Background: an optimization exercise with open tools, aiming at small area and a short achievable clock period. Do not read the settings as production practice.
Function was checked by simulation only, so behaviour that the tests miss may differ from the original.
Power figures rest on the tool's default switching activity, not on a simulated workload.

File: design.v
module rf_hold (input we, input wd, input nwe, input q, output y);
	assign y = (we & wd) | (nwe & q);
endmodule
module rf_oct (input [7:0] s, input [7:0] d, output y);
	assign y = |(s & d);
endmodule
module rf_oai21 (input a, input b, input c, output y);
	assign y = ~((a | b) & c);
endmodule
module rf_nor2 (input a, input b, output y);
	assign y = ~(a | b);
endmodule
module rf_nand2 (input a, input b, output y);
	assign y = ~(a & b);
endmodule
module rf_nand3 (input a, input b, input c, output y);
	assign y = ~(a & b & c);
endmodule
module rf_rdbit (input [31:0] sel, input [31:0] d, input nkill, input nx, output y);
	wire [3:0] h;
	wire [1:0] m;
	genvar i;
	generate
		for (i = 0; i < 4; i = i + 1) begin : l2
			rf_oct u (.s(sel[8*i+7:8*i]), .d(d[8*i+7:8*i]), .y(h[i]));
		end
		for (i = 0; i < 2; i = i + 1) begin : l3
			rf_oai21 u (.a(h[2*i]), .b(h[2*i+1]), .c(nkill), .y(m[i]));
		end
	endgenerate
	rf_nand3 u4 (.a(m[0]), .b(m[1]), .c(nx), .y(y));
endmodule
module rf_rdbit2 (input [31:0] sel, input [31:0] d, input nkill, input nx, output r, output y);
	wire [3:0] h;
	wire [1:0] m;
	wire       t;
	genvar i;
	generate
		for (i = 0; i < 4; i = i + 1) begin : l2
			rf_oct u (.s(sel[8*i+7:8*i]), .d(d[8*i+7:8*i]), .y(h[i]));
		end
		for (i = 0; i < 2; i = i + 1) begin : l3
			rf_nor2 u (.a(h[2*i]), .b(h[2*i+1]), .y(m[i]));
		end
	endgenerate
	rf_nand2 u4 (.a(m[0]), .b(m[1]), .y(r));
	rf_nand2 u5 (.a(r), .b(nkill), .y(t));
	rf_nand2 u6 (.a(t), .b(nx), .y(y));
endmodule
module add16 (input [15:0] a, input [15:0] b, output [15:0] y);
	wire [16:0] c;
	assign c[0] = 1'b0;
	genvar i;
	generate
		for (i = 0; i < 16; i = i + 1) begin : rc
			assign y[i]   = a[i] ^ b[i] ^ c[i];
			assign c[i+1] = (a[i] & b[i]) | (c[i] & (a[i] ^ b[i]));
		end
	endgenerate
endmodule
module inc16 (input [15:0] a, output [15:0] y);
	wire [16:0] c;
	assign c[0] = 1'b1;
	genvar i;
	generate
		for (i = 0; i < 16; i = i + 1) begin : rc
			assign y[i]   = a[i] ^ c[i];
			assign c[i+1] = a[i] & c[i];
		end
	endgenerate
endmodule
module SingleCycle_Top
(
	input				CLK	,
	input				RST	,
	output [9:0]	IMEM_ADDR	,
	input	 [15:0]	IMEM_RDATA	,
	output [9:0]	DMEM_ADDR	,
	output [15:0]	DMEM_WDATA	,
	output			DMEM_WE		,
	input	 [15:0]	DMEM_RDATA
);
	reg  [15:0] pc;
	reg  [15:0] aux;
	reg  [31:0] vld;
	wire [15:0] I  = IMEM_RDATA;
	wire [5:0]  op = I[15:10];
	wire [4:0]  fa = I[9:5];
	wire [4:0]  fb = I[4:0];
	wire is_sub  = (op == 6'd1);
	wire is_not  = (op == 6'd2);
	wire is_and  = (op == 6'd3) | (op == 6'd11);
	wire is_or   = (op == 6'd4) | (op == 6'd12);
	wire is_xor  = (op == 6'd5) | (op == 6'd13);
	wire is_sll  = (op == 6'd6);
	wire is_srl  = (op == 6'd7) | (op == 6'd8);
	wire is_imm  = (op >= 6'd9) & (op <= 6'd13);
	wire is_lui  = (op == 6'd10);
	wire is_br   = (op >= 6'd14) & (op <= 6'd23);
	wire is_jal  = (op == 6'd24);
	wire is_lw   = (op == 6'd25);
	wire is_sw   = (op == 6'd26);
	wire is_loa  = (op == 6'd28);
	wire reg_we  = (op == 6'd24) | (op == 6'd25) | (op == 6'd27);
	wire [15:0] wdata = is_jal ? pc : (is_lw ? DMEM_RDATA : aux);
	wire [31:0] sel1, sel2;
	wire [31:0] col [0:15];    
	genvar g, b;
	generate
		for (g = 0; g < 32; g = g + 1) begin : regs
			wire        we  = reg_we & (fb == g);
			wire        nwe = ~we;
			wire [15:0] d;
			reg  [15:0] r;
			for (b = 0; b < 16; b = b + 1) begin : bits
				rf_hold h (.we(we), .wd(wdata[b]), .nwe(nwe), .q(r[b]), .y(d[b]));
				assign col[b][g] = r[b];
			end
			always @(posedge CLK) r <= d;
			always @(posedge CLK or negedge RST) begin
				if (!RST) vld[g] <= 1'b0;
				else if (we) vld[g] <= 1'b1;
			end
			assign sel1[g] = (fa == g) & vld[g];
			assign sel2[g] = (fb == g) & vld[g];
		end
	endgenerate
	wire        fwdA  = reg_we & (fa == fb);
	wire        killX = is_imm | fwdA;
	wire        killY = is_imm | reg_we;
	wire [15:0] xsrc  = is_imm ? aux : (fwdA ? wdata : 16'h0);
	wire [15:0] ysrc  = is_imm ? {8'h00, I[7:0]} : (reg_we ? wdata : 16'h0);
	wire [15:0] X, Y, rd2;
	generate
		for (b = 0; b < 16; b = b + 1) begin : rdp
			rf_rdbit p1 (.sel(sel1), .d(col[b]), .nkill(~killX), .nx(~xsrc[b]), .y(X[b]));
			rf_rdbit2 p2 (.sel(sel2), .d(col[b]), .nkill(~killY), .nx(~ysrc[b]), .r(rd2[b]), .y(Y[b]));
		end
	endgenerate
	wire        sub  = is_sub | is_br;
	wire [15:0] Yp   = Y ^ {16{sub}};
	wire [15:0] p    = X ^ Yp;           
	wire [15:0] gn   = X & Yp;           
	wire [16:0] sum  = {1'b0, X} + {1'b0, Yp} + {16'h0, sub};
	wire        eq   = &p;               
	wire        ge_u = sum[16];
	wire        ge_s = sum[16] ^ X[15] ^ Y[15];
	wire        gt_u = ge_u & ~eq;
	wire        gt_s = ge_s & ~eq;
	reg taken;
	always @* begin
		case (op[4:0])
			5'd14:   taken = eq;
			5'd15:   taken = ~eq;
			5'd16:   taken = ~gt_s;
			5'd17:   taken = gt_s;
			5'd18:   taken = ge_s;
			5'd19:   taken = ~gt_s;
			5'd20:   taken = ~gt_u;
			5'd21:   taken = gt_u;
			5'd22:   taken = ge_u;
			default: taken = ~gt_u;
		endcase
	end
	wire [15:0] Xr, T, Tr;
	genvar j;
	generate
		for (j = 0; j < 16; j = j + 1) begin : rev
			assign Xr[j] = X[15-j];
			assign Tr[j] = T[15-j];
		end
	endgenerate
	wire [15:0] Z   = is_sll ? X : Xr;
	assign      T   = Z << Y[3:0];
	wire        big = |Y[15:4];
	wire s_sum = ~(is_not | is_and | is_or | is_xor | is_sll | is_srl | is_lui | is_br | is_loa);
	wire [15:0] aux_n =
		  ({16{s_sum}}          & sum[15:0])
		| ({16{is_not}}         & ~X)
		| ({16{is_and}}         & gn)
		| ({16{is_or}}          & (p | gn))
		| ({16{is_xor}}         & p)
		| ({16{is_sll & ~big}}  & T)
		| ({16{is_srl & ~big}}  & Tr)
		| ({16{is_lui}}         & {I[7:0], 8'h00})
		| ({16{is_loa}}         & Y);
	wire [15:0] pc_br, pc_inc;
	add16 u_pcbr (.a(pc), .b(aux), .y(pc_br));
	inc16 u_pcinc (.a(pc), .y(pc_inc));
	wire [15:0] pc_n = is_jal ? aux : ((is_br & taken) ? pc_br : pc_inc);
	always @(posedge CLK or negedge RST) begin
		if (!RST) begin
			pc  <= 16'h0;
			aux <= 16'h0;
		end else begin
			pc  <= pc_n;
			aux <= aux_n;
		end
	end
	assign IMEM_ADDR  = pc[9:0];
	assign DMEM_ADDR  = aux[9:0];
	assign DMEM_WDATA = rd2;
	assign DMEM_WE    = is_sw;
endmodule
File: flow/run.sh
#!/bin/bash
# Layout flow: the standard synthesis unchanged, then the standard ORFS
# layout steps with these changes:
#  - ports are buffered with buf_2 cells (the default picks a slow delay cell),
#  - timing repair may resize across cell footprints and aims for extra
#    setup slack, repairing only the worst paths,
#  - the clock tree uses larger sink clusters of clkbuf_8 cells.
set -euo pipefail
bash standard.sh synth > synth.log 2>&1
bash standard.sh \
  "BUFFER_PORTS_ARGS=-buffer_cell sky130_fd_sc_hd__buf_2" \
  MATCH_CELL_FOOTPRINT=0 \
  SETUP_SLACK_MARGIN=8.0 \
  TNS_END_PERCENT=5 \
  CTS_CLUSTER_SIZE=14 \
  CTS_CLUSTER_DIAMETER=60 \
  CTS_BUF_LIST=sky130_fd_sc_hd__clkbuf_8 \
  finish > layout.log 2>&1
File: standard.sh
#!/bin/bash
# synth_recipe.tcl (not shown) runs the flow's synth.tcl, then flattens the netlist and writes it again
# the make line also repeats each setting of config.mk as NAME=value (left out here)
make -C /OpenROAD-flow-scripts/flow DESIGN_CONFIG=/design/flow/config.mk WORK_HOME=/design/flow/orfs CLKGATE_MAP_FILE= SYNTH_SCRIPT=/design/flow/synth_recipe.tcl "${@:-finish}"
File: config.mk
export PLATFORM = sky130hd
export DESIGN_NAME = SingleCycle_Top
export DESIGN_NICKNAME = SingleCycle_Top
export VERILOG_FILES = /design/flow/design.v
export SDC_FILE = /design/flow/constraint.sdc
export NUM_CORES = 4
export LEC_CHECK = 0
export CAP_MARGIN = 20
export CORE_MARGIN = 2
export CORE_UTILIZATION = 40
export SLEW_MARGIN = 20
export SYNTH_HIERARCHICAL = 1
File: constraint.sdc
create_clock -name core_clock -period 16.0 [get_ports {CLK}]
set_input_delay 3.2000 -clock core_clock [delete_from_list [all_inputs] [get_ports {CLK}]]
set_output_delay 3.2000 -clock core_clock [all_outputs]
set_load 0.01 [all_outputs]
==> out/qor.yml, run 1 <==
grt_overflow_total: 0
crit_chain: "buf_6, nor2b_4, buf_12, and3_4, a22oi_2, nand4_1, nor2_4, nand2_2, buf_6"
p_sw_frac: 0.295
dieArea_sq_um: 70900
cts_buffers: 54
yosysWarnings: 7
ys_seq_elements: 576
ios: 71
synthArstFlopShare: 0.111
synth_xor_xnor_area_share: 0.0117
ctsHtreeMaxLevel: 2
postPlaceCellArea_sq_um: 29400
initial_core_util: 0.403
grt.total_usage: 0.338
worst_path_most_repeated_cell: "buf_6"
path_class: "in2out"
area_growth_syn_to_layout_pct: 16.5
cp_slowest_cell: "nand4_1"
grt_max_degree: 66
power.total_mw: 2.84
synth_area_sq_um: 27500
synthSimpleGateAreaFrac: 0.111
worst_hold_path_type: "reg2reg"
tightest_slew_ns: 1.19
fp.dieW_um: 266
max_clock_freq_mhz: 121
cp.required_ns: 12.80
drc: 0
reg2reg_from: "aux[0]"
cts-root-buf: "clkbuf_8"
setup_viol: 0
vias_per_cell: 7.12
worstPathArrival_ns: 5.08
setup.worst_path.end_class: "primary output"
ant_nets: 0
maxSlewHeadroom: 0.209
layout_commonest_cell: "a22o_1"
via_count: 27300
synth_edf_count: 0
wl_per_cell_um: 32.3
dp_hpwl_um: 81100
gp_congestion: 1.04
power_per_cell_area_nw_per_um2: 88.6
mostFrequentLayoutCells: "514 x a22o_1, 512 x dfxtp_1, 498 x a22oi_1"
cts_tree: "yes"
min_period_ns: 8.28
layout-drive-gt1-share: 0.160
grt_pass1_vias: 25900
port_buffers: 70
rsz0062_at_grt: "yes"
rows: 96
maxCapViolCount: 0
insertion_delay_ns: 0.72
cts_hold_buffers: 0
reg2reg_to: "pc[15]"
final_area_sq_um: 32100
synth_top_family_by_area: "compound AO/OA/AOI/OAI gates"
clkPwrFrac: 0.325
hp-start: "regs[1].r[10]"
power.share.combinational: 0.125
drt_pre_antenna_iters: 7
r2r_slack_ns: 8.89
coreArea_sq_um: 68300
crit_fanout: 16
cts_buffer_depth: 3
final_nets: 3019
place_ws_ns: 6.69
p_leak_nw: 12.7
syn_inst: 2754
routed_wl_um: 124000
synth-adder-area-share: 0.0323
intPower_mw: 2.00
avgSynthCellArea_sq_um: 9.99
seqPwrFrac: 0.550
p_sw_mw: 0.839
drt-initial-drc-count: 4038
hold_violations: 0
die_y_um: 266
final.period_utilization: 0.518
worst_slack_ns: 7.72
slowest_delay_ns: 0.39
setup_tns_ns: 0
synth_mux_area_frac: 0.0301
synth_nets: 2850
seq_area_frac_synth: 0.431
ys.flop_type: "dfxtp_1"
antenna_found_initial: 8
r2r.worst_path.cells: 18
crit_end: "DMEM_WDATA[13]"
startpoint: "IMEM_RDATA[1]"
synth-compound-area-share: 0.359
start_kind: "primary input"
yosysUniqueCellTypes: 69
fin_skew_ns: 0.0638
clock-sinks: 576
slew_violations: 0
clk_pin_slew_ns: 0.08
outcome: "no timing/DRC/antenna violations"
grt_pass1_wl_um: 179000
ir_worst_vdd_uv: 70.2
synthesized netlist by cell type (21+ instances only):
cell type	number	area share
o21ai_0	56	0.010
a21oi_1	25	0.0045
a22oi_1	543	0.15
o21ai_1	33	0.0060
nor2_1	78	0.011
nand2_1	173	0.024
dfxtp_1	512	0.37
clkbuf_1	48	0.0065
buf_4	22	0.0060
dfrtp_1	64	0.058
inv_1	73	0.010
xor2_1	21	0.0067
nand2b_1	39	0.0089
nand3_1	26	0.0047
ha_1	47	0.021
nand4_1	132	0.030
mux2i_1	67	0.024
a22o_1	514	0.16
and3_1	60	0.014
worst min-delay path by stage:
stage | end | slack (ns) | depth (start not counted)
after global placement | vld[19] | 0.46 | 1
after floorplan | vld[10] | 0.44 | 1
final | regs[1].r[10] | 0.50 | 1
after detailed placement | vld[23] | 0.46 | 1
after CTS | vld[19] | 0.50 | 1
after global routing | regs[22].r[15] | 0.52 | 1
logic make-up after synthesis:
| family | Yosys count |
|---|---|
| multiplexers | 75 |
| buffers and inverters | 155 |
| XOR/XNOR | 35 |
| AND/OR/NAND/NOR | 592 |
| AO/OA/AOI/OAI | 1259 |
| flip-flops | 576 |
| adder cells (fa/ha/maj) | 62 |
per-module statistics from Yosys (local to each module, per instance), a selection:
module | flops+latches | cells inside | area [sq um]
SingleCycle_Top | 576 | 1442 | 17300
inc16 | 0 | 16 | 188
add16 | 0 | 16 | 317
rf_hold | 0 | 1 | 8.76
rf_nand3 | 0 | 1 | 5.00
rf_oai21 | 0 | 1 | 5.00
rf_oct | 0 | 5 | 36.3
rf_nor2 | 0 | 1 | 3.75
rf_nand2 | 0 | 1 | 3.75
through the flow:
step / hold WS (ns) / util / cells
3_5_place_dp: 0.463 / 0.430 / 3685
6_report: 0.503 / 0.469 / 3835
3_3_place_gp: 0.461 / 0.429 / 3683
5_1_grt: 0.518 / 0.469 / 3835
4_1_cts: 0.498 / 0.466 / 3828
2_1_floorplan: 0.440 / - / 2754
routing by layer:
layer | up-vias | track usage | wire length (um)
li1 | 11500 | - | -
met4 | 6 | 0.178 | 7710
met5 | - | 0 | 42
met2 | 1847 | 0.512 | 53500
met1 | 13500 | 0.442 | 48700
met3 | 361 | 0.0874 | 14000
power groups by stage:
stage / Combinational (mW) / Clock (mW) / Sequential [mW]
floorplan: 0.216 / 0 / 1.57
global placement: 0.309 / 0 / 1.59
detailed placement: 0.321 / 0 / 1.59
CTS: 0.340 / 0.937 / 1.56
global route: 0.378 / 0.988 / 1.57
finish: 0.354 / 0.924 / 1.56
state kept, by name, indices dropped and copies added, names as in the netlist:
register / count
vld: 32
regs.r: 512
aux: 16
pc: 16
worst max-delay path, delay by kind of cell:
family | cells | cell delay (ns)
AOI/OAI and AO/OA | 1 | 0.18
buffers and inverters | 3 | 0.40
and+or+nand+nor | 5 | 1.28
repair_timing:
action,4_1_cts,5_1_grt
resized for setup,206,30
setup buffers,44,2
endpoints found under the setup margin,39,37
pin swaps,87,1
gates cloned,15,2
area by class of cell:
type                    instances  area (sq um)
inverters                      74           278
fillers                      6385         36300
repair buffers                183          1690
well taps                     882          1100
clock inverters                25           230
flip-flops and latches        576         11900
multi-input cells            2034         16100
diodes                          2          5.00
clock buffers                  59           812
==> run 2: changes to the inputs <==
--- a/flow/run.sh
+++ b/flow/run.sh
@@ -11,5 +11,5 @@
   "BUFFER_PORTS_ARGS=-buffer_cell sky130_fd_sc_hd__buf_2" \
   MATCH_CELL_FOOTPRINT=0 \
-  SETUP_SLACK_MARGIN=8.0 \
+  SETUP_SLACK_MARGIN=7.4 \
   TNS_END_PERCENT=5 \
   CTS_CLUSTER_SIZE=14 \
--- a/config.mk
+++ b/config.mk
@@ -8,5 +8,6 @@
 export CAP_MARGIN = 20
 export CORE_MARGIN = 2
-export CORE_UTILIZATION = 40
+export CORE_UTILIZATION = 46
+export PLACE_DENSITY = 0.7
 export SLEW_MARGIN = 20
 export SYNTH_HIERARCHICAL = 1
==> out/qor.yml, run 2 <==
cts_hold_buffers: 0
seqPwrFrac: 0.557
wl_per_cell_um: 31.5
min_period_ns: 8.74
largest_reg_flops: 512
yosysTopAreaCellShare: 0.372
hold_violations: 0
dp_hpwl_um: 75900
worst_hold_path_type: "reg2reg"
dieArea_sq_um: 61800
power.share.combinational: 0.117
whs_ns: 0.484
grt_pass1_wl_um: 170000
final_area_sq_um: 30500
power_per_cell_area_nw_per_um2: 91.9
seq_area_frac_synth: 0.431
synth_nets: 2850
maxSlewHeadroom: 0.267
met3_usage: 0.0899
ctsHtreeMaxLevel: 2
ys_seq_elements: 576
cts_buffer_depth: 3
maxCapViolCount: 0
multi_input_area_sq_um: 15500
initial_core_util: 0.465
clk_pin_slew_ns: 0.07
fin_skew_ns: 0.0312
crit_fanout: 16
nFillCells: 5396
grt.total_usage: 0.358
avgSynthCellArea_sq_um: 9.99
reg2reg_to: "pc[15]"
fp.dieW_um: 249
antenna_found_initial: 6
syn_inst: 2754
p_sw_frac: 0.287
vias_per_cell: 7.40
p_sw_mw: 0.804
crit_end: "DMEM_WDATA[10]"
reg.largest.list: "regs.r: 512 flops, vld: 32 flops"
synth.area.top_cells: "dfxtp_1 37%, a22o_1 16%, a22oi_1 15%"
gp_congestion: 0.983
hp-start: "vld[21]"
drt-initial-drc-count: 4050
routed_wl_um: 115000
grt_max_degree: 65
port_buffers: 70
yosysUniqueCellTypes: 69
start_kind: "primary input"
coreArea_sq_um: 59100
synth_top_family_by_area: "compound AO/OA/AOI/OAI gates"
setup.worst_path.end_class: "primary output"
area_growth_syn_to_layout_pct: 10.8
layout-drive-gt1-share: 0.111
cp.required_ns: 12.80
grt_pass1_vias: 25200
synth_top_area_cell: "dfxtp_1"
use_met1: 0.484
yosysWarnings: 7
insertion_delay_ns: 0.70
regMostFlops: "regs.r"
rsz0062_at_grt: "yes"
rows: 89
final-seq-area_sq_um: 11900
postPlaceCellArea_sq_um: 29100
layout_commonest_cell: "a22oi_1"
cts-root-buf: "clkbuf_8"
final.period_utilization: 0.546
mostFrequentLayoutCells: "531 x a22oi_1, 514 x a22o_1, 512 x dfxtp_1"
synth_edf_count: 0
final_nets: 2960
outcome: "no timing/DRC/antenna violations"
reg2reg_from: "aux[0]"
synthMostInstantiatedCell: "a22oi_1"
slew_violations: 0
synth-adder-area-share: 0.0323
clock-sinks: 576
synth_xor_xnor_area_share: 0.0117
synthSimpleGateAreaFrac: 0.111
synth-compound-area-share: 0.359
instances_no_fill: 3663
worstPathArrival_ns: 5.54
gr-usage-met2: 0.525
clkPwrFrac: 0.326
power.total_mw: 2.80
r2r_slack_ns: 9.02
cts_tree: "yes"
tightest_slew_ns: 1.10
grt_overflow_total: 0
setup_viol: 0
path_class: "in2out"
intPower_mw: 2.00
r2r.worst_path.cells: 18
synthArstFlopShare: 0.111
place_inst: 3577
drc: 0
grt.busiest_layer: "met2"
startpoint: "IMEM_RDATA[3]"
ant_nets: 0
p_leak_nw: 12.1
die_y_um: 249
synthTopCellsByCount: "543 x a22oi_1, 514 x a22o_1, 512 x dfxtp_1"
drt_pre_antenna_iters: 21
ir_worst_vdd_uv: 67.9
synth_mux_area_frac: 0.0301
ys.flop_type: "dfxtp_1"
synth_area_sq_um: 27500
setup_tns_ns: 0
cts_buffers: 52
via_count: 27100
max_clock_freq_mhz: 114
ios: 71
run 2: cell counts after synthesis:
No cell type changed its count.
run 2: routing by layer:
| metal | routed length [um] | share of wire | vias up |
|---|---|---|---|
| met3 | 14600 | 0.13 | 396 |
| met1 | 44700 | 0.39 | 13300 |
| met2 | 48700 | 0.42 | 2057 |
| li1 | - | - | 11400 |
| met4 | 7390 | 0.064 | 4 |
| met5 | 20 | 0.00017 | - |
run 2: power groups by stage:
stage               registers [mW]  clock network, mW  logic, mW
CTS                           1.56              0.920      0.316
finish                        1.56              0.912      0.329
global route                  1.57              0.969      0.353
detailed placement            1.59                  0      0.312
global placement              1.59                  0      0.298
floorplan                     1.57                  0      0.210
run 2: modules after synthesis, one instance, submodules excluded, a selection:
module,flops+latches,cells inside,copies in the design
rf_nor2,0,1,32
rf_oai21,0,1,32
inc16,0,16,1
add16,0,16,1
rf_hold,0,1,512
rf_nand3,0,1,16
SingleCycle_Top,576,1442,1
rf_oct,0,5,128
rf_nand2,0,1,48
run 2: worst max-delay path, cell delays in order:
cell      delay, ns
clkbuf_4       0.25
nand2b_1       0.22
nor2_1         0.11
and3_2         0.36
a22oi_1        0.27
nand4_1        0.28
nor2_2         0.33
nand2_1        0.27
buf_2          0.21
run 2: stage by stage:
stage | worst slack [ns] | util
floorplan | 7.41 | -
global placement | 6.75 | 0.493
detailed placement | 6.52 | 0.493
CTS | 7.35 | 0.512
global route | 7.35 | 0.515
finish | 7.26 | 0.516
run 2: kinds of logic (layout without fill, tap and decap cells):
| kind of cell | count (synthesis) | in the layout |
|---|---|---|
| flops | 576 | 576 |
| other cells | 0 | 2 |
| mux | 75 | 75 |
| buf+inv | 155 | 288 |
| xor+xnor | 35 | 35 |
| compound gates | 1259 | 1260 |
| simple gates | 592 | 592 |
| fa+ha+maj | 62 | 62 |
run 2: worst min-delay path by stage:
stage               to  slack [ns]  cells past startpoint
3_5_place_dp   vld[13]        0.46                      1
4_1_cts        vld[21]        0.48                      1
3_3_place_gp    vld[5]        0.45                      1
6_report       vld[21]        0.48                      1
5_1_grt        vld[15]        0.50                      1
2_1_floorplan   vld[0]        0.44                      1
run 2: repair_timing:
item | in CTS | in global routing
gates cloned | 1 | 0
pin swaps | 3 | 4
endpoints found under the hold margin | 0 | 0
setup buffers | 1 | 2
resized for setup | 49 | 32
setup endpoints to repair | 32 | 30
run 2: layout make-up:
cell class                 instances  area share
antenna                            2    0.000164
multi-input combinational       2024       0.507
tap                              773      0.0317
timing repair buffer             136      0.0296
clock inverter                    19     0.00669
clock buffer                      59      0.0266
sequential                       576       0.389
inverter                          74     0.00924
==> run 3: changes to the inputs <==
--- a/design.v
+++ b/design.v
@@ -47,4 +47,11 @@
 	rf_nand2 u5 (.a(r), .b(nkill), .y(t));
 	rf_nand2 u6 (.a(t), .b(nx), .y(y));
+endmodule
+module rf_aoi222 (input s0, input d0, input s1, input d1, input s2, input d2, output y);
+	assign y = ~((s0 & d0) | (s1 & d1) | (s2 & d2));
+endmodule
+module rf_aoi2222 (input s0, input d0, input s1, input d1, input s2, input d2,
+                   input s3, input d3, output y);
+	assign y = ~((s0 & d0) | (s1 & d1) | (s2 & d2) | (s3 & d3));
 endmodule
 module add16 (input [15:0] a, input [15:0] b, output [15:0] y);
@@ -129,11 +136,24 @@
 	wire        killX = is_imm | fwdA;
 	wire        killY = is_imm | reg_we;
-	wire [15:0] xsrc  = is_imm ? aux : (fwdA ? wdata : 16'h0);
-	wire [15:0] ysrc  = is_imm ? {8'h00, I[7:0]} : (reg_we ? wdata : 16'h0);
+	wire        is_lad = (op == 6'd27);
+	wire        same   = (fa == fb);
+	wire        cxa    = is_imm | (same & is_lad);
+	wire        cxp    = same & is_jal;
+	wire        cxd    = same & is_lw;
+	wire [15:0] imm16  = {8'h00, I[7:0]};
+	wire [15:0] nxsrc, nysrc;
 	wire [15:0] X, Y, rd2;
 	generate
 		for (b = 0; b < 16; b = b + 1) begin : rdp
-			rf_rdbit p1 (.sel(sel1), .d(col[b]), .nkill(~killX), .nx(~xsrc[b]), .y(X[b]));
-			rf_rdbit2 p2 (.sel(sel2), .d(col[b]), .nkill(~killY), .nx(~ysrc[b]), .r(rd2[b]), .y(Y[b]));
+			rf_aoi222 sx (.s0(cxa), .d0(aux[b]), .s1(cxp), .d1(pc[b]), .s2(cxd), .d2(DMEM_RDATA[b]), .y(nxsrc[b]));
+			if (b < 8) begin : ylo
+				rf_aoi2222 sy (.s0(is_imm), .d0(imm16[b]), .s1(is_jal), .d1(pc[b]), .s2(is_lw), .d2(DMEM_RDATA[b]),
+				               .s3(is_lad), .d3(aux[b]), .y(nysrc[b]));
+			end else begin : yhi
+				rf_aoi222 sy (.s0(is_jal), .d0(pc[b]), .s1(is_lw), .d1(DMEM_RDATA[b]), .s2(is_lad), .d2(aux[b]),
+				              .y(nysrc[b]));
+			end
+			rf_rdbit p1 (.sel(sel1), .d(col[b]), .nkill(~killX), .nx(nxsrc[b]), .y(X[b]));
+			rf_rdbit2 p2 (.sel(sel2), .d(col[b]), .nkill(~killY), .nx(nysrc[b]), .r(rd2[b]), .y(Y[b]));
 		end
 	endgenerate
--- a/config.mk
+++ b/config.mk
@@ -8,6 +8,5 @@
 export CAP_MARGIN = 20
 export CORE_MARGIN = 2
-export CORE_UTILIZATION = 46
-export PLACE_DENSITY = 0.7
+export CORE_UTILIZATION = 40
 export SLEW_MARGIN = 20
 export SYNTH_HIERARCHICAL = 1
==> out/qor.yml, run 3 <==
hp-start: "vld[17]"
reg2reg_from: "pc[0]"
vias_per_cell: 7.08
rsz0062_at_grt: "yes"
cts_tree: "yes"
synth_edf_count: 0
synth_xor_xnor_area_share: 0.0122
crit_chain: "clkbuf_4, nor2b_1, and2_1, and3_2, a22oi_1, nand4_1, nor2_2, nand2_1, buf_2"
slowest_delay_ns: 0.39
port_buffers: 70
final.period_utilization: 0.551
nFillCells: 6526
gp_congestion: 1.03
p_sw_mw: 0.868
crit_fanout: 16
synth-adder-area-share: 0.0320
synth_area_sq_um: 27700
final_nets: 2965
insertion_delay_ns: 0.76
synthSimpleGateAreaFrac: 0.109
synth-compound-area-share: 0.366
layout-drive-gt1-share: 0.123
drc: 0
clk_pin_slew_ns: 0.08
grt_pass1_wl_um: 179000
seqPwrFrac: 0.554
ios: 71
coreArea_sq_um: 68600
clkPwrFrac: 0.321
routed_wl_um: 125000
clock-sinks: 576
syn_inst: 2750
maxSlewHeadroom: 0.240
hold_violations: 0
ant_nets: 0
fp.dieW_um: 267
avgSynthCellArea_sq_um: 10.1
setup_viol: 0
slew_violations: 0
worst_hold_path_type: "reg2reg"
setup_tns_ns: 0
area_growth_syn_to_layout_pct: 12.0
wl_per_cell_um: 32.6
power.share.combinational: 0.125
initial_core_util: 0.405
synth_mux_area_frac: 0.0306
fin_skew_ns: 0.0763
tightest_slew_ns: 1.14
regMostFlops: "regs.r"
cts_buffers: 52
synthArstFlopShare: 0.111
synthTopCellsByCount: "520 x a22o_1, 517 x a22oi_1, 512 x dfxtp_1"
ir_worst_vdd_uv: 68.6
grt_max_degree: 81
start_kind: "primary input"
via_count: 27100
layout_commonest_cell: "a22o_1"
largest_reg_flops: 512
cp_slowest_cell: "and3_2"
grt_overflow_total: 0
p_leak_nw: 12.2
cp.required_ns: 12.80
cts_hold_buffers: 0
ctsHtreeMaxLevel: 2
power_per_cell_area_nw_per_um2: 91.9
worstPathArrival_ns: 5.61
outcome: "no timing/DRC/antenna violations"
synthMostInstantiatedCell: "a22o_1"
drt_pre_antenna_iters: 8
synth_top_family_by_area: "compound AO/OA/AOI/OAI gates"
startpoint: "IMEM_RDATA[3]"
mostFrequentLayoutCells: "520 x a22o_1, 512 x dfxtp_1, 501 x a22oi_1"
min_period_ns: 8.81
p_sw_frac: 0.304
synth.area.top_cells: "dfxtp_1 37%, a22o_1 16%, a22oi_1 14%"
die_y_um: 267
yosysTopAreaCellShare: 0.369
antenna_found_initial: 5
dp_hpwl_um: 87800
yosysWarnings: 7
grt.total_usage: 0.337
rows: 96
max_clock_freq_mhz: 113
ys_seq_elements: 576
path_class: "in2out"
grt_pass1_vias: 25800
power.total_mw: 2.86
ys.flop_type: "dfxtp_1"
reg.largest.list: "regs.r: 512 flops, vld: 32 flops"
drt-initial-drc-count: 4020
intPower_mw: 1.99
setup.worst_path.end_class: "primary output"
dieArea_sq_um: 71500
seq_area_frac_synth: 0.427
cts_buffer_depth: 3
synth_nets: 2846
yosysUniqueCellTypes: 71
maxCapViolCount: 0
synth_top_area_cell: "dfxtp_1"
cts-root-buf: "clkbuf_8"
run 3: changes by cell type in the layout (fill, tap and decap cells not counted), sizes merged, moves of 8 or more:
| cell | delta |
|---|---|
| a21oi | +9 |
| a221oi | +13 |
| a222oi | +25 |
| a22oi | -26 |
| nand2 | -13 |
| nand2b | -8 |
| or2 | +8 |
run 3: worst max-delay path, delay by kind of cell:
family                 cells  cell delay (ns)
AO/OA/AOI/OAI              1             0.38
buffers and inverters      2             0.43
AND/OR/NAND/NOR            6             1.59
run 3: layout make-up:
| cell class | instances | area, sq um | area share |
|---|---|---|---|
| Antenna cell | 1 | 2.50 | 0.0000805 |
| Inverter | 76 | 297 | 0.00954 |
| Clock buffer | 57 | 785 | 0.0252 |
| Multi-Input combinational cell | 2023 | 15800 | 0.508 |
| Tap cell | 931 | 1160 | 0.0375 |
| Timing Repair Buffer | 140 | 968 | 0.0312 |
| Sequential cell | 576 | 11900 | 0.381 |
| Clock inverter | 25 | 211 | 0.00680 |
run 3: final timing paths:
path                       cells after the start              to  slack [ns]
hold reg to reg                                1         vld[17]        0.49
max in group asynchronous                      2          vld[1]       12.67
min in group asynchronous                      2           pc[7]        2.64
setup reg to reg                              18          pc[15]        8.89
setup / recovery                               9  DMEM_WDATA[13]        7.19
hold / removal                                 1         vld[17]        0.49
run 3: power by group through the flow:
stage          clock, mW  combinational (mW)  sequential (mW)
6_report           0.916               0.356             1.58
4_1_cts            0.925               0.349             1.58
3_5_place_dp           0               0.346             1.61
3_3_place_gp           0               0.335             1.61
2_1_floorplan          0               0.222             1.58
5_1_grt            0.984               0.383             1.59
run 3: layer usage:
metal,GRT usage,part of all wire,routed length (um),vias up
met2,0.514,0.44,55300,1705
li1,-,-,-,11500
met4,0.153,0.050,6280,6
met3,0.0886,0.10,12900,304
met1,0.445,0.40,50500,13600
met5,0,0.00038,47,-
run 3: logic make-up (layout without fill, tap and decap cells):
| logic type | after synthesis | after routing |
|---|---|---|
| XOR/XNOR | 37 | 37 |
| AO/OA/AOI/OAI | 1275 | 1275 |
| AND/OR/NAND/NOR | 577 | 577 |
| multiplexers | 72 | 72 |
| other | 0 | 1 |
| buffers and inverters | 151 | 298 |
| adder cells (fa/ha/maj) | 62 | 62 |
| flip-flops | 576 | 576 |
run 3: metrics by stage:
step | std cells | utilization | hold WS, ns | setup slack [ns] | instance area [sq um]
4_1_cts | 3820 | 0.450 | 0.485 | 7.33 | 30900
2_1_floorplan | 2750 | - | 0.440 | 7.58 | 27800
3_5_place_dp | 3728 | 0.431 | 0.462 | 6.07 | 29500
6_report | 3829 | 0.453 | 0.488 | 7.19 | 31100
3_3_place_gp | 3728 | 0.430 | 0.456 | 6.03 | 29500
5_1_grt | 3829 | 0.453 | 0.511 | 7.32 | 31100
run 3: modules after synthesis (local to each module, per instance), excerpt:
module	copies in the design	flip-flops and latches	cell area [sq um]	cells
rf_oai21	32	0	5.00	1
rf_nor2	32	0	3.75	1
rf_aoi2222	8	0	23.8	2
inc16	1	0	188	16
rf_nand2	48	0	3.75	1
rf_aoi222	24	0	10.0	1
rf_oct	128	0	36.3	5
rf_hold	512	0	8.76	1
SingleCycle_Top	1	576	17100	1398
add16	1	0	317	16
rf_nand3	16	0	5.00	1
run 3: repair_timing:
item	in CTS	in global routing
endpoints found under the setup margin	47	38
resized for setup	65	37
buffers inserted	10	8
pin swaps	11	6
==> run 4: changes to the inputs <==
--- a/design.v
+++ b/design.v
@@ -48,10 +48,25 @@
 	rf_nand2 u6 (.a(t), .b(nx), .y(y));
 endmodule
-module rf_aoi222 (input s0, input d0, input s1, input d1, input s2, input d2, output y);
-	assign y = ~((s0 & d0) | (s1 & d1) | (s2 & d2));
-endmodule
-module rf_aoi2222 (input s0, input d0, input s1, input d1, input s2, input d2,
-                   input s3, input d3, output y);
-	assign y = ~((s0 & d0) | (s1 & d1) | (s2 & d2) | (s3 & d3));
+module rf_mux4 (input [3:0] d, input [1:0] s, output y);
+	assign y = d[s];
+endmodule
+module rf_rdbit3 (input [31:0] sel, input [31:0] d, input [1:0] lo, input nkill, input nx,
+                  output r, output y);
+	wire [3:0] t;
+	wire       u;
+	genvar i, j;
+	generate
+		for (i = 0; i < 4; i = i + 1) begin : grp
+			wire [7:0] s8, d8;
+			for (j = 0; j < 8; j = j + 1) begin : m
+				assign s8[j] = sel[4*j+i];
+				assign d8[j] = d[4*j+i];
+			end
+			rf_oct u (.s(s8), .d(d8), .y(t[i]));
+		end
+	endgenerate
+	rf_mux4  um (.d(t), .s(lo), .y(r));
+	rf_nand2 u5 (.a(r), .b(nkill), .y(u));
+	rf_nand2 u6 (.a(u), .b(nx), .y(y));
 endmodule
 module add16 (input [15:0] a, input [15:0] b, output [15:0] y);
@@ -129,6 +144,6 @@
 				else if (we) vld[g] <= 1'b1;
 			end
-			assign sel1[g] = (fa == g) & vld[g];
-			assign sel2[g] = (fb == g) & vld[g];
+			assign sel1[g] = (fa[4:2] == (g >> 2)) & vld[g];
+			assign sel2[g] = (fb[4:2] == (g >> 2)) & vld[g];
 		end
 	endgenerate
@@ -136,24 +151,11 @@
 	wire        killX = is_imm | fwdA;
 	wire        killY = is_imm | reg_we;
-	wire        is_lad = (op == 6'd27);
-	wire        same   = (fa == fb);
-	wire        cxa    = is_imm | (same & is_lad);
-	wire        cxp    = same & is_jal;
-	wire        cxd    = same & is_lw;
-	wire [15:0] imm16  = {8'h00, I[7:0]};
-	wire [15:0] nxsrc, nysrc;
+	wire [15:0] xsrc  = is_imm ? aux : (fwdA ? wdata : 16'h0);
+	wire [15:0] ysrc  = is_imm ? {8'h00, I[7:0]} : (reg_we ? wdata : 16'h0);
 	wire [15:0] X, Y, rd2;
 	generate
 		for (b = 0; b < 16; b = b + 1) begin : rdp
-			rf_aoi222 sx (.s0(cxa), .d0(aux[b]), .s1(cxp), .d1(pc[b]), .s2(cxd), .d2(DMEM_RDATA[b]), .y(nxsrc[b]));
-			if (b < 8) begin : ylo
-				rf_aoi2222 sy (.s0(is_imm), .d0(imm16[b]), .s1(is_jal), .d1(pc[b]), .s2(is_lw), .d2(DMEM_RDATA[b]),
-				               .s3(is_lad), .d3(aux[b]), .y(nysrc[b]));
-			end else begin : yhi
-				rf_aoi222 sy (.s0(is_jal), .d0(pc[b]), .s1(is_lw), .d1(DMEM_RDATA[b]), .s2(is_lad), .d2(aux[b]),
-				              .y(nysrc[b]));
-			end
-			rf_rdbit p1 (.sel(sel1), .d(col[b]), .nkill(~killX), .nx(nxsrc[b]), .y(X[b]));
-			rf_rdbit2 p2 (.sel(sel2), .d(col[b]), .nkill(~killY), .nx(nysrc[b]), .r(rd2[b]), .y(Y[b]));
+			rf_rdbit3 p1 (.sel(sel1), .d(col[b]), .lo(fa[1:0]), .nkill(~killX), .nx(~xsrc[b]), .r(), .y(X[b]));
+			rf_rdbit3 p2 (.sel(sel2), .d(col[b]), .lo(fb[1:0]), .nkill(~killY), .nx(~ysrc[b]), .r(rd2[b]), .y(Y[b]));
 		end
 	endgenerate
--- a/flow/run.sh
+++ b/flow/run.sh
@@ -11,5 +11,5 @@
   "BUFFER_PORTS_ARGS=-buffer_cell sky130_fd_sc_hd__buf_2" \
   MATCH_CELL_FOOTPRINT=0 \
-  SETUP_SLACK_MARGIN=7.4 \
+  SETUP_SLACK_MARGIN=7.8 \
   TNS_END_PERCENT=5 \
   CTS_CLUSTER_SIZE=14 \
==> out/qor.yml, run 4 <==
nFillCells: 6435
synth-adder-area-share: 0.0318
grt_max_degree: 65
synthSimpleGateAreaFrac: 0.104
drt-initial-drc-count: 3649
grt_pass1_vias: 24900
slew_violations: 0
synth_top_area_cell: "dfxtp_1"
antenna_found_initial: 9
final_nets: 2920
ys.flop_type: "dfxtp_1"
avgSynthCellArea_sq_um: 10.5
worstPathArrival_ns: 5.38
syn_inst: 2657
synth_xor_xnor_area_share: 0.0109
cp_slowest_cell: "mux4_2"
outcome: "no timing/DRC/antenna violations"
port_buffers: 70
synth_top_family_by_area: "compound AO/OA/AOI/OAI gates"
maxCapViolCount: 0
synthMostInstantiatedCell: "a22oi_1"
routed_wl_um: 124000
yosysWarnings: 7
ys_seq_elements: 576
fp.dieW_um: 268
cts_tree: "yes"
final.period_utilization: 0.536
layout_commonest_cell: "a22o_1"
grt.total_usage: 0.335
coreArea_sq_um: 68800
fin_skew_ns: 0.0520
wl_per_cell_um: 32.6
dieArea_sq_um: 71900
ir_worst_vdd_uv: 64.7
rows: 96
whs_ns: 0.490
maxSlewHeadroom: 0.309
yosysUniqueCellTypes: 82
seq_area_frac_synth: 0.425
p_leak_nw: 12.2
largest_reg_flops: 512
cts_buffers: 51
hold_violations: 0
synth_nets: 2753
setup.worst_path.end_class: "primary output"
setup_tns_ns: 0
drt_pre_antenna_iters: 6
min_period_ns: 8.58
clock-sinks: 576
worst_hold_path_type: "reg2reg"
synth_edf_count: 0
slowest_delay_ns: 0.64
synthArstFlopShare: 0.111
synthTopCellsByCount: "543 x a22oi_1, 513 x a22o_1, 512 x dfxtp_1"
setup_viol: 0
yosysTopAreaCellShare: 0.367
regMostFlops: "regs.r"
crit_chain: "buf_12, nor3b_2, buf_6, and2_4, buf_6, a22oi_2, nand4_1, mux4_2, buf_4"
clk_pin_slew_ns: 0.09
layout-drive-gt1-share: 0.158
worst_path_most_repeated_cell: "buf_6"
synth.area.top_cells: "dfxtp_1 37%, a22o_1 16%, a22oi_1 15%"
rsz0062_at_grt: "yes"
drc: 0
die_y_um: 268
path_class: "in2out"
cp.required_ns: 12.80
insertion_delay_ns: 0.73
ant_nets: 0
max_clock_freq_mhz: 117
area_growth_syn_to_layout_pct: 13.6
via_count: 26600
vias_per_cell: 7.03
cts_buffer_depth: 3
reg.largest.list: "regs.r: 512 flops, vld: 32 flops"
grt_overflow_total: 0
synth_mux_area_frac: 0.0518
cts-root-buf: "clkbuf_8"
tightest_slew_ns: 1.03
crit_fanout: 7
initial_core_util: 0.406
power.total_mw: 2.85
start_kind: "primary input"
grt_pass1_wl_um: 178000
mostFrequentLayoutCells: "513 x a22o_1, 512 x dfxtp_1, 493 x a22oi_1"
ctsHtreeMaxLevel: 2
dp_hpwl_um: 84500
synth-compound-area-share: 0.353
power_per_cell_area_nw_per_um2: 89.7
gp_congestion: 1.03
synth_area_sq_um: 27900
ios: 71
run 4: changes by cell type in the layout (fill, tap and decap cells not counted), moves of 24 or more:
cell	previous run	this run
nor2_1	64	25
mux4_2	10	46
a22oi_2	16	50
buf_4	63	97
and2_4	0	33
mux2i_1	60	32
and2_1	5	32
nand2b_1	31	58
o21ai_1	34	8
a222oi_1	25	1
run 4: worst max-delay path: cells and delay by family:
family / cells / cell delay (ns)
AND/OR/NAND/NOR: 3 / 0.75
multiplexers: 1 / 0.64
buffers and inverters: 4 / 0.59
AO/OA/AOI/OAI: 1 / 0.17
run 4: layout make-up:
class / instances / area [sq um] / area share
well taps: 931 / 1160 / 0.0367
clock inverters: 21 / 220 / 0.00694
clock buffers: 58 / 798 / 0.0252
repair buffers: 178 / 1360 / 0.0427
flip-flops and latches: 576 / 11900 / 0.374
inverters: 69 / 259 / 0.00816
multi-input cells: 1948 / 16100 / 0.506
diodes: 4 / 10.0 / 0.000316
run 4: per-layer routing:
| metal | vias up | part of all wire | GRT usage |
|---|---|---|---|
| li1 | 11300 | - | - |
| met1 | 13300 | 0.40 | 0.451 |
| met2 | 1689 | 0.43 | 0.496 |
| met3 | 336 | 0.11 | 0.0816 |
| met4 | 8 | 0.060 | 0.173 |
| met5 | - | 0.00040 | 0 |
run 4: stage by stage:
stage | setup WS [ns] | cell area [sq um] | std cells | utilization
3_5_place_dp | 5.97 | 29800 | 3657 | 0.433
3_3_place_gp | 6.04 | 29700 | 3656 | 0.432
4_1_cts | 7.59 | 31600 | 3774 | 0.459
6_report | 7.42 | 31700 | 3785 | 0.461
5_1_grt | 7.49 | 31700 | 3782 | 0.461
2_1_floorplan | 7.82 | 28000 | 2657 | -
run 4: per-module statistics from Yosys (local to each module, per instance), a selection:
module / cell area [sq um] / cells / copies in the design
inc16: 188 / 16 / 1
rf_hold: 8.76 / 1 / 512
add16: 317 / 16 / 1
rf_oct: 36.3 / 5 / 128
rf_nand2: 3.75 / 1 / 64
rf_mux4: 22.5 / 1 / 32
SingleCycle_Top: 17300 / 1377 / 1
run 4: report_power, final:
part	internal (mW)	total [mW]	leakage (nW)	switching [mW]
Sequential	1.49	1.56	4.96	0.0680
Clock	0.398	0.929	0.562	0.531
Combinational	0.138	0.357	6.68	0.220
run 4: logic make-up after synthesis:
family                   count (synthesis)
AO/OA/AOI/OAI                         1233
AND/OR/NAND/NOR                        529
flip-flops                             576
XOR/XNOR                                33
adder cells (fa/ha/maj)                 62
multiplexers                            83
buffers and inverters                  141
run 4: worst paths after layout:
check / slack, ns / depth (start not counted) / end / from
setup / recovery: 7.42 / 9 / DMEM_WDATA[11] / IMEM_RDATA[3]
hold / removal: 0.49 / 1 / vld[0] / vld[0]
setup reg to reg: 9.01 / 17 / pc[15] / aux[0]
hold reg to reg: 0.49 / 1 / vld[0] / vld[0]
max in group asynchronous: 12.71 / 1 / vld[1] / RST
min in group asynchronous: 2.64 / 1 / aux[5] / RST
run 4: what timing repair did:
action / in CTS / in global routing
gates resized for setup: 158 / 21
endpoints found under the hold margin: 0 / 0
endpoints found under the setup margin: 45 / 35
hold buffers: 0 / 0
buffers inserted: 28 / 7
cloned: 10 / 0
pin swaps: 57 / 15
==> run 5: changes to the inputs <==
--- a/design.v
+++ b/design.v
@@ -48,26 +48,4 @@
 	rf_nand2 u6 (.a(t), .b(nx), .y(y));
 endmodule
-module rf_mux4 (input [3:0] d, input [1:0] s, output y);
-	assign y = d[s];
-endmodule
-module rf_rdbit3 (input [31:0] sel, input [31:0] d, input [1:0] lo, input nkill, input nx,
-                  output r, output y);
-	wire [3:0] t;
-	wire       u;
-	genvar i, j;
-	generate
-		for (i = 0; i < 4; i = i + 1) begin : grp
-			wire [7:0] s8, d8;
-			for (j = 0; j < 8; j = j + 1) begin : m
-				assign s8[j] = sel[4*j+i];
-				assign d8[j] = d[4*j+i];
-			end
-			rf_oct u (.s(s8), .d(d8), .y(t[i]));
-		end
-	endgenerate
-	rf_mux4  um (.d(t), .s(lo), .y(r));
-	rf_nand2 u5 (.a(r), .b(nkill), .y(u));
-	rf_nand2 u6 (.a(u), .b(nx), .y(y));
-endmodule
 module add16 (input [15:0] a, input [15:0] b, output [15:0] y);
 	wire [16:0] c;
@@ -91,4 +69,37 @@
 		end
 	endgenerate
+endmodule
+module ctl (
+	input  [15:0] I,
+	output        is_sub, is_not, is_and, is_or, is_xor, is_sll, is_srl,
+	output        is_imm, is_lui, is_br, is_jal, is_lw, is_sw, is_lad, is_loa,
+	output        reg_we, sub,
+	output        nkillX, nkillY,
+	output        xs_aux, xs_pc, xs_dm
+);
+	wire [5:0] op = I[15:10];
+	assign is_sub = (op == 6'd1);
+	assign is_not = (op == 6'd2);
+	assign is_and = (op == 6'd3) | (op == 6'd11);
+	assign is_or  = (op == 6'd4) | (op == 6'd12);
+	assign is_xor = (op == 6'd5) | (op == 6'd13);
+	assign is_sll = (op == 6'd6);
+	assign is_srl = (op == 6'd7) | (op == 6'd8);
+	assign is_imm = (op >= 6'd9) & (op <= 6'd13);
+	assign is_lui = (op == 6'd10);
+	assign is_br  = (op >= 6'd14) & (op <= 6'd23);
+	assign is_jal = (op == 6'd24);
+	assign is_lw  = (op == 6'd25);
+	assign is_sw  = (op == 6'd26);
+	assign is_lad = (op == 6'd27);
+	assign is_loa = (op == 6'd28);
+	assign reg_we = is_jal | is_lw | is_lad;
+	assign sub    = is_sub | is_br;
+	wire   fwdA   = reg_we & (I[9:5] == I[4:0]);
+	assign nkillX = ~(is_imm | fwdA);
+	assign nkillY = ~(is_imm | reg_we);
+	assign xs_aux = is_imm | (fwdA & is_lad);
+	assign xs_pc  = fwdA & is_jal;
+	assign xs_dm  = fwdA & is_lw;
 endmodule
 module SingleCycle_Top
@@ -110,19 +121,13 @@
 	wire [4:0]  fa = I[9:5];
 	wire [4:0]  fb = I[4:0];
-	wire is_sub  = (op == 6'd1);
-	wire is_not  = (op == 6'd2);
-	wire is_and  = (op == 6'd3) | (op == 6'd11);
-	wire is_or   = (op == 6'd4) | (op == 6'd12);
-	wire is_xor  = (op == 6'd5) | (op == 6'd13);
-	wire is_sll  = (op == 6'd6);
-	wire is_srl  = (op == 6'd7) | (op == 6'd8);
-	wire is_imm  = (op >= 6'd9) & (op <= 6'd13);
-	wire is_lui  = (op == 6'd10);
-	wire is_br   = (op >= 6'd14) & (op <= 6'd23);
-	wire is_jal  = (op == 6'd24);
-	wire is_lw   = (op == 6'd25);
-	wire is_sw   = (op == 6'd26);
-	wire is_loa  = (op == 6'd28);
-	wire reg_we  = (op == 6'd24) | (op == 6'd25) | (op == 6'd27);
+	wire is_sub, is_not, is_and, is_or, is_xor, is_sll, is_srl;
+	wire is_imm, is_lui, is_br, is_jal, is_lw, is_sw, is_lad, is_loa;
+	wire reg_we, sub, nkillX, nkillY, xs_aux, xs_pc, xs_dm;
+	ctl u_ctl (.I(I),
+		.is_sub(is_sub), .is_not(is_not), .is_and(is_and), .is_or(is_or), .is_xor(is_xor),
+		.is_sll(is_sll), .is_srl(is_srl), .is_imm(is_imm), .is_lui(is_lui), .is_br(is_br),
+		.is_jal(is_jal), .is_lw(is_lw), .is_sw(is_sw), .is_lad(is_lad), .is_loa(is_loa),
+		.reg_we(reg_we), .sub(sub), .nkillX(nkillX), .nkillY(nkillY),
+		.xs_aux(xs_aux), .xs_pc(xs_pc), .xs_dm(xs_dm));
 	wire [15:0] wdata = is_jal ? pc : (is_lw ? DMEM_RDATA : aux);
 	wire [31:0] sel1, sel2;
@@ -144,21 +149,18 @@
 				else if (we) vld[g] <= 1'b1;
 			end
-			assign sel1[g] = (fa[4:2] == (g >> 2)) & vld[g];
-			assign sel2[g] = (fb[4:2] == (g >> 2)) & vld[g];
-		end
-	endgenerate
-	wire        fwdA  = reg_we & (fa == fb);
-	wire        killX = is_imm | fwdA;
-	wire        killY = is_imm | reg_we;
-	wire [15:0] xsrc  = is_imm ? aux : (fwdA ? wdata : 16'h0);
-	wire [15:0] ysrc  = is_imm ? {8'h00, I[7:0]} : (reg_we ? wdata : 16'h0);
+			assign sel1[g] = (fa == g) & vld[g];
+			assign sel2[g] = (fb == g) & vld[g];
+		end
+	endgenerate
+	wire [15:0] xsrc  = ({16{xs_aux}} & aux) | ({16{xs_pc}} & pc) | ({16{xs_dm}} & DMEM_RDATA);
+	wire [15:0] ysrc  = ({16{is_imm}} & {8'h00, I[7:0]}) | ({16{is_jal}} & pc)
+	                  | ({16{is_lw}} & DMEM_RDATA) | ({16{is_lad}} & aux);
 	wire [15:0] X, Y, rd2;
 	generate
 		for (b = 0; b < 16; b = b + 1) begin : rdp
-			rf_rdbit3 p1 (.sel(sel1), .d(col[b]), .lo(fa[1:0]), .nkill(~killX), .nx(~xsrc[b]), .r(), .y(X[b]));
-			rf_rdbit3 p2 (.sel(sel2), .d(col[b]), .lo(fb[1:0]), .nkill(~killY), .nx(~ysrc[b]), .r(rd2[b]), .y(Y[b]));
-		end
-	endgenerate
-	wire        sub  = is_sub | is_br;
+			rf_rdbit p1 (.sel(sel1), .d(col[b]), .nkill(nkillX), .nx(~xsrc[b]), .y(X[b]));
+			rf_rdbit2 p2 (.sel(sel2), .d(col[b]), .nkill(nkillY), .nx(~ysrc[b]), .r(rd2[b]), .y(Y[b]));
+		end
+	endgenerate
 	wire [15:0] Yp   = Y ^ {16{sub}};
 	wire [15:0] p    = X ^ Yp;           
==> out/qor.yml, run 5 <==
routed_wl_um: 133000
clock-sinks: 576
grt_overflow_total: 0
fin_skew_ns: 0.0457
wl_per_cell_um: 33.5
ios: 71
synth_area_sq_um: 28100
drt-initial-drc-count: 4370
regMostFlops: "regs.r"
drc: 0
path_class: "in2out"
syn_inst: 2848
setup.worst_path.end_class: "primary output"
ant_nets: 0
mostFrequentLayoutCells: "512 x a22o_1, 512 x dfxtp_1, 511 x a22oi_1"
rsz0062_at_grt: "yes"
via_count: 28800
rows: 97
p_leak_nw: 12.5
yosysWarnings: 7
initial_core_util: 0.402
port_buffers: 70
power_per_cell_area_nw_per_um2: 92.8
gp_congestion: 1.02
whs_ns: 0.481
cp_slowest_cell: "nand4_1"
insertion_delay_ns: 0.74
worst_hold_path_type: "reg2reg"
reg2reg_to: "pc[15]"
die_y_um: 269
setup_viol: 0
maxSlewHeadroom: 0.208
grt_pass1_vias: 26300
dieArea_sq_um: 72300
min_path_cells: 1
grt.total_usage: 0.347
r2r.worst_path.cells: 19
ir_worst_vdd_uv: 69.8
min_to: "vld[2]"
largest_reg_flops: 512
cts_buffers: 53
cp.required_ns: 12.80
ctsHtreeMaxLevel: 2
power.total_mw: 3.00
cts_tree: "yes"
grt_pass1_wl_um: 186000
grt_max_degree: 65
dp_hpwl_um: 86000
reg2reg_from: "pc[0]"
min_period_ns: 8.31
slew_violations: 0
reg.largest.list: "regs.r: 512 flops, vld: 32 flops"
synth_nets: 2944
start_kind: "primary input"
final.period_utilization: 0.520
cpLargestDelayFamily: "simple AND/OR/NAND/NOR gates"
drt_pre_antenna_iters: 10
hp-start: "vld[2]"
layout-drive-gt1-share: 0.153
setup_tns_ns: 0
coreArea_sq_um: 69800
fp.dieW_um: 269
vias_per_cell: 7.26
area_growth_syn_to_layout_pct: 15.1
final_nets: 3102
crit_chain: "buf_8, and2_4, buf_12, and3_2, a22oi_2, nand4_1, nor2_4, nand2_2, buf_2"
worstPathArrival_ns: 5.11
max_clock_freq_mhz: 120
hold_violations: 0
tightest_slew_ns: 1.18
nFillCells: 6548
outcome: "no timing/DRC/antenna violations"
maxCapViolCount: 0
crit_fanout: 11
final-seq-area_sq_um: 11900
r2r_slack_ns: 8.97
avgSynthCellArea_sq_um: 9.85
antenna_found_initial: 4
clk_pin_slew_ns: 0.08
slowest_delay_ns: 0.36
cts_buffer_depth: 3
multi_input_area_sq_um: 16600
critPathBufInv: 3
cts-root-buf: "clkbuf_8"
-- run 5: through the flow --
step,util,setup slack (ns),std cells,area (sq um)
after CTS,0.453,7.73,3936,31600
after floorplan,-,7.87,2848,28100
after global routing,0.463,7.75,3970,32300
after detailed placement,0.430,6.49,3835,30000
after global placement,0.429,6.43,3832,29900
final,0.463,7.69,3972,32300
-- run 5: worst register-to-register path: cells and delay by family (launching register included) --
family / cells / cell delay [ns]
adder cells (fa/ha/maj): 15 / 5.93
AND/OR/NAND/NOR: 2 / 0.22
AO/OA/AOI/OAI: 1 / 0.10
flip-flops: 1 / 0.52
XOR/XNOR: 1 / 0.18
-- run 5: metal layers --
layer,wire [um],vias up,global-route usage
met5,34,-,0
met4,8300,6,0.176
met3,16600,432,0.0844
met2,55600,2192,0.506
met1,52300,14300,0.477
li1,-,11900,-
-- run 5: layout make-up --
cell class / count / area share
repair buffers: 180 / 0.0437
multi-input cells: 2112 / 0.512
clock buffers: 54 / 0.0230
inverters: 83 / 0.00965
clock inverters: 25 / 0.00771
diodes: 2 / 0.000155
well taps: 940 / 0.0364
flip-flops and latches: 576 / 0.367
-- run 5: how the worst max path moves through the flow --
stage,start,to,slack [ns],depth (start not counted)
2_1_floorplan,IMEM_RDATA[2],DMEM_WDATA[0],7.87,9
3_3_place_gp,IMEM_RDATA[3],pc[13],6.43,21
3_5_place_dp,IMEM_RDATA[12],pc[9],6.49,20
4_1_cts,IMEM_RDATA[1],DMEM_WDATA[5],7.73,9
5_1_grt,IMEM_RDATA[0],DMEM_WDATA[4],7.75,10
6_report,IMEM_RDATA[2],DMEM_WDATA[6],7.69,9
-- run 5: power breakdown --
group	switching, mW	internal, mW
sequential	0.112	1.50
clock	0.557	0.370
combinational	0.282	0.177
total	0.950	2.05
-- run 5: repair_timing --
action,in CTS,in global routing
cloned,4,9
hold buffers,0,0
hold endpoints to repair,0,0
buffers inserted,18,25
setup endpoints to repair,34,33
gates resized for setup,125,126
pin swaps,28,64

-- port drivers added, routing unchanged --
In the flow no input, the clock included, has a driving cell. The finished layouts below were timed again as built, in two steps.
Step 1: set_driving_cell puts a clkbuf_16 on CLK and a buf_2 on each other input, an assumption about the parent block.
Step 2, shift: input delay + t, output delay - t, t = (earliest + latest rising clock arrival at the registers) / 2. This alone moves slack from input paths to output paths.
Three values: ideal, step 1, step 2; two values: the first two.
run | shift t [ns] | slack for setup (ns) | latest minus earliest clock arrival (ns)
run 1 | 0.748 | 7.717 / 7.558 / 7.099 | 0.063 / 0.063
run 2 | 0.742 | 7.263 / 7.185 / 6.961 | 0.032 / 0.032
run 3 | 0.778 | 7.186 / 7.162 / 6.695 | 0.080 / 0.080
run 4 | 0.765 | 7.417 / 7.218 / 6.836 | 0.067 / 0.066
run 5 | 0.775 | 7.685 / 7.564 / 7.126 | 0.045 / 0.046
After both steps setup and hold are still met in every run listed. The setup slack of run 1, which loses most, moves by -0.159 ns with the drivers and by -0.618 ns with both steps.
